This design comes from an exercise in tuning for small area and a short achievable clock period on the open sky130 flow, not from production work. The RTL was checked by simulation tests, not by an equivalence proof against the original design. Power figures rest on the tool's default switching activity, not on a simulated workload.

==> run a <==
==> flow/design.v (excerpt) <==
module RISC_top(
    input clk,rst,
    output [15:0] imem_addr,
    input  [31:0] imem_data,
    output        dmem_we,
    output [5:0]  dmem_addr,
    output [31:0] dmem_wdata,
    input  [31:0] dmem_rdata,
    output        wb_we,
    output [4:0]  wb_addr,
    output [31:0] wb_data
    );
clock: 8.0 ns
lec_check: 0
cap_margin: 20
core_margin: 2
core_utilization: 40
cts_cluster_diameter: 80
cts_cluster_size: 20
setup_slack_margin: 5.0
slew_margin: 20
synth_hierarchical: 1
tns_end_percent: 0
run.sh (not shown) runs the stock make flow with config.mk's settings and CLKGATE_MAP_FILE= SYNTH_SCRIPT=/design/flow/synth_recipe.tcl, a recipe that flattens the netlist after the stock synthesis.
==> inputs of run b, as changes to run a <==
TNS_END_PERCENT = default   (was 0)
==> inputs of run c, as changes to run a <==
==> flow/flow/run.sh (new file) <==
#!/bin/bash
# The standard layout (standard.sh) with three layout choices changed:
#  - the input and output ports are buffered with buf_2 cells
#  - clock tree synthesis uses large sink clusters and inserts no dummy loads
# make's full output goes to flow.log in this folder; ORFS's per-step logs
# stay under orfs/logs.
set -euo pipefail
bash standard.sh \
  'BUFFER_PORTS_ARGS=-buffer_cell sky130_fd_sc_hd__buf_2' \
  'CTS_ARGS=-sink_clustering_enable -repair_clock_nets -sink_clustering_size 20 -sink_clustering_max_diameter 80 -dont_use_dummy_load' \
  'SETUP_SLACK_MARGIN=5.3' \
  finish > flow.log 2>&1
==> flow/standard.sh (new file) <==
#!/bin/bash
# synth_recipe.tcl (not shown) runs the flow's synth.tcl, then flattens the netlist and writes it again
# the make line also repeats each setting of config.mk as NAME=value (left out here)
make -C /OpenROAD-flow-scripts/flow DESIGN_CONFIG=/design/flow/config.mk WORK_HOME=/design/flow/orfs CLKGATE_MAP_FILE= SYNTH_SCRIPT=/design/flow/synth_recipe.tcl "${@:-finish}"
TNS_END_PERCENT = default   (was 0)
removed: flow/run.sh
==> impl_metrics.tcl <==
set metrics [dict create \
    startpoint "d_ra[8]" \
    worstSetupPathType "flop to flop" \
    clock.fmax_mhz 316.2 \
    wl_per_cell_um 43.43 \
    critPathTopFamily "simple AND/OR/NAND/NOR gates" \
    multiInputGateArea_um2 22670 \
    dpl.hpwl_mm 175.4 \
    multi_input_area_share 0.3351 \
    numCtsBuffers 79 \
    period_needed_ns 3.163 \
    cp_slowest_cell "nor4_1" \
    status "complete, no violations" \
    pwr-share-comb 0.212 \
]
the above is filed under run b

==> impl_metrics.tcl <==
set metrics [dict create \
    pwr-share-comb 0.234 \
    cp_slowest_cell "dfxtp_4" \
    numCtsBuffers 81 \
    dpl.hpwl_mm 175.5 \
    wl_per_cell_um 43.51 \
    critPathTopFamily "flip-flops" \
    startpoint "w_data[12]" \
    first_global_vias 50630 \
    multi_input_area_share 0.3360 \
    worstSetupPathType "flop to output port" \
    status "complete, no violations" \
    clock.fmax_mhz 338.7 \
]
the above is filed under run c

==> impl_metrics.tcl <==
set metrics [dict create \
    status "complete, no violations" \
    multi_input_area_share 0.3334 \
    startpoint "d_ra[14]" \
    timing.hold.worst_path_depth 0 \
    grt_antenna_before_repair 20 \
    numCtsBuffers 79 \
    clock.fmax_mhz 284.6 \
    critPathTopFamily "compound AO/OA/AOI/OAI gates" \
    dpl.hpwl_mm 173.4 \
    pwr-share-comb 0.199 \
    cp_slowest_cell "a2111oi_0" \
    drt_first_pass_iters 14 \
    initial_core_util 0.4023 \
]
the above is filed under run a



==> 06-11: inputs <==
RISC_top again, from the RTL that the note above started with.
==> flow/config.mk <==
export PLATFORM = sky130hd
export DESIGN_NAME = RISC_top
export DESIGN_NICKNAME = RISC_top
export VERILOG_FILES = /design/flow/design.v
export SDC_FILE = /design/flow/constraint.sdc
export NUM_CORES = 4
export LEC_CHECK = 0
export CAP_MARGIN = 20
export CORE_MARGIN = 2
export CORE_UTILIZATION = 40
export CTS_CLUSTER_DIAMETER = 80
export CTS_CLUSTER_SIZE = 20
export SETUP_SLACK_MARGIN = 5.0
export SLEW_MARGIN = 20
export SYNTH_HIERARCHICAL = 1
export TNS_END_PERCENT = 0
==> flow/constraint.sdc <==
create_clock -name core_clock -period 8.0 [get_ports {clk}]
set_input_delay 1.6000 -clock core_clock [delete_from_list [all_inputs] [get_ports {clk}]]
set_output_delay 1.6000 -clock core_clock [all_outputs]
set_load 0.01 [all_outputs]
standard.sh (not shown) runs the stock make flow with config.mk's settings and CLKGATE_MAP_FILE= SYNTH_SCRIPT=/design/flow/synth_recipe.tcl, a recipe that flattens the netlist after the stock synthesis.
==> flow/flow/run.sh <==
#!/bin/bash
# The standard layout (standard.sh) with two layout choices changed:
#  - the input and output ports are buffered with buf_2 cells
#  - clock tree synthesis uses large sink clusters and inserts no dummy loads
# make's full output goes to flow.log in this folder; ORFS's per-step logs
# stay under orfs/logs.
set -euo pipefail
bash standard.sh \
  'BUFFER_PORTS_ARGS=-buffer_cell sky130_fd_sc_hd__buf_2' \
  'CTS_ARGS=-sink_clustering_enable -repair_clock_nets -sink_clustering_size 20 -sink_clustering_max_diameter 80 -dont_use_dummy_load' \
  finish > flow.log 2>&1
==> 10-17 (differences from 06-11) <==
- CORE_UTILIZATION: 40 -> 50
==> comparison <==
Between 06-11 and 10-17, the lower routed wire length is in 06-11 (gap about 0.3%, measured against 10-17).
Register-to-register slack is about the same in 06-11 and 10-17.
Of 06-11 and 10-17, 10-17 has the higher worst hold slack (gap 0.0050 ns).
Maximum frequency is about the same in 06-11 and 10-17.
Between 06-11 and 10-17, the lower global-route usage is in 06-11 (gap 10 points).
In sequential power, 10-17 and 06-11 hardly differ.
In 10-17 the clock power is lower than in 06-11, by about 2%.

==> what the ideal ports hide <==
The results above use ideal ports. As a check the final layouts listed here were re-extracted and re-timed, cells and wires unchanged. Step 1: set_driving_cell puts a clkbuf_16 on clk and a buf_2 on each other input, an assumption about the parent block. Step 2 moves the port delays by t, midway between the first and last clock arrival at a register: inputs arrive t later, outputs are due t later. That takes back most of the time a late clock gives input paths. a / b / c = no drivers / after step 1 / after step 2; a / b = the first two.
run | shift t [ns] | setup WS [ns] | worst hold slack (ns) | worst setup path at the end | clock arrival spread, ns
run a | 0.796 | 4.486 / 4.486 / 4.486 | 0.353 / 0.353 / 0.353 | register to register | 0.066 / 0.065
run b | 0.804 | 4.837 / 4.837 / 4.661 | 0.352 / 0.352 / 0.352 | input to register | 0.060 / 0.060
run c | 0.771 | 5.047 / 4.965 / 4.875 | 0.351 / 0.351 / 0.351 | input to register | 0.144 / 0.144
06-11 | 0.772 | 4.516 / 4.516 / 4.516 | 0.348 / 0.348 / 0.348 | register to register | 0.093 / 0.092
10-17 | 0.756 | 4.518 / 4.518 / 4.518 | 0.353 / 0.353 / 0.353 | register to register | 0.110 / 0.110
After both steps setup and hold are still met in every run listed. The setup slack of run b, which loses most, moves by 0.000 ns with the drivers and by -0.176 ns with both steps.
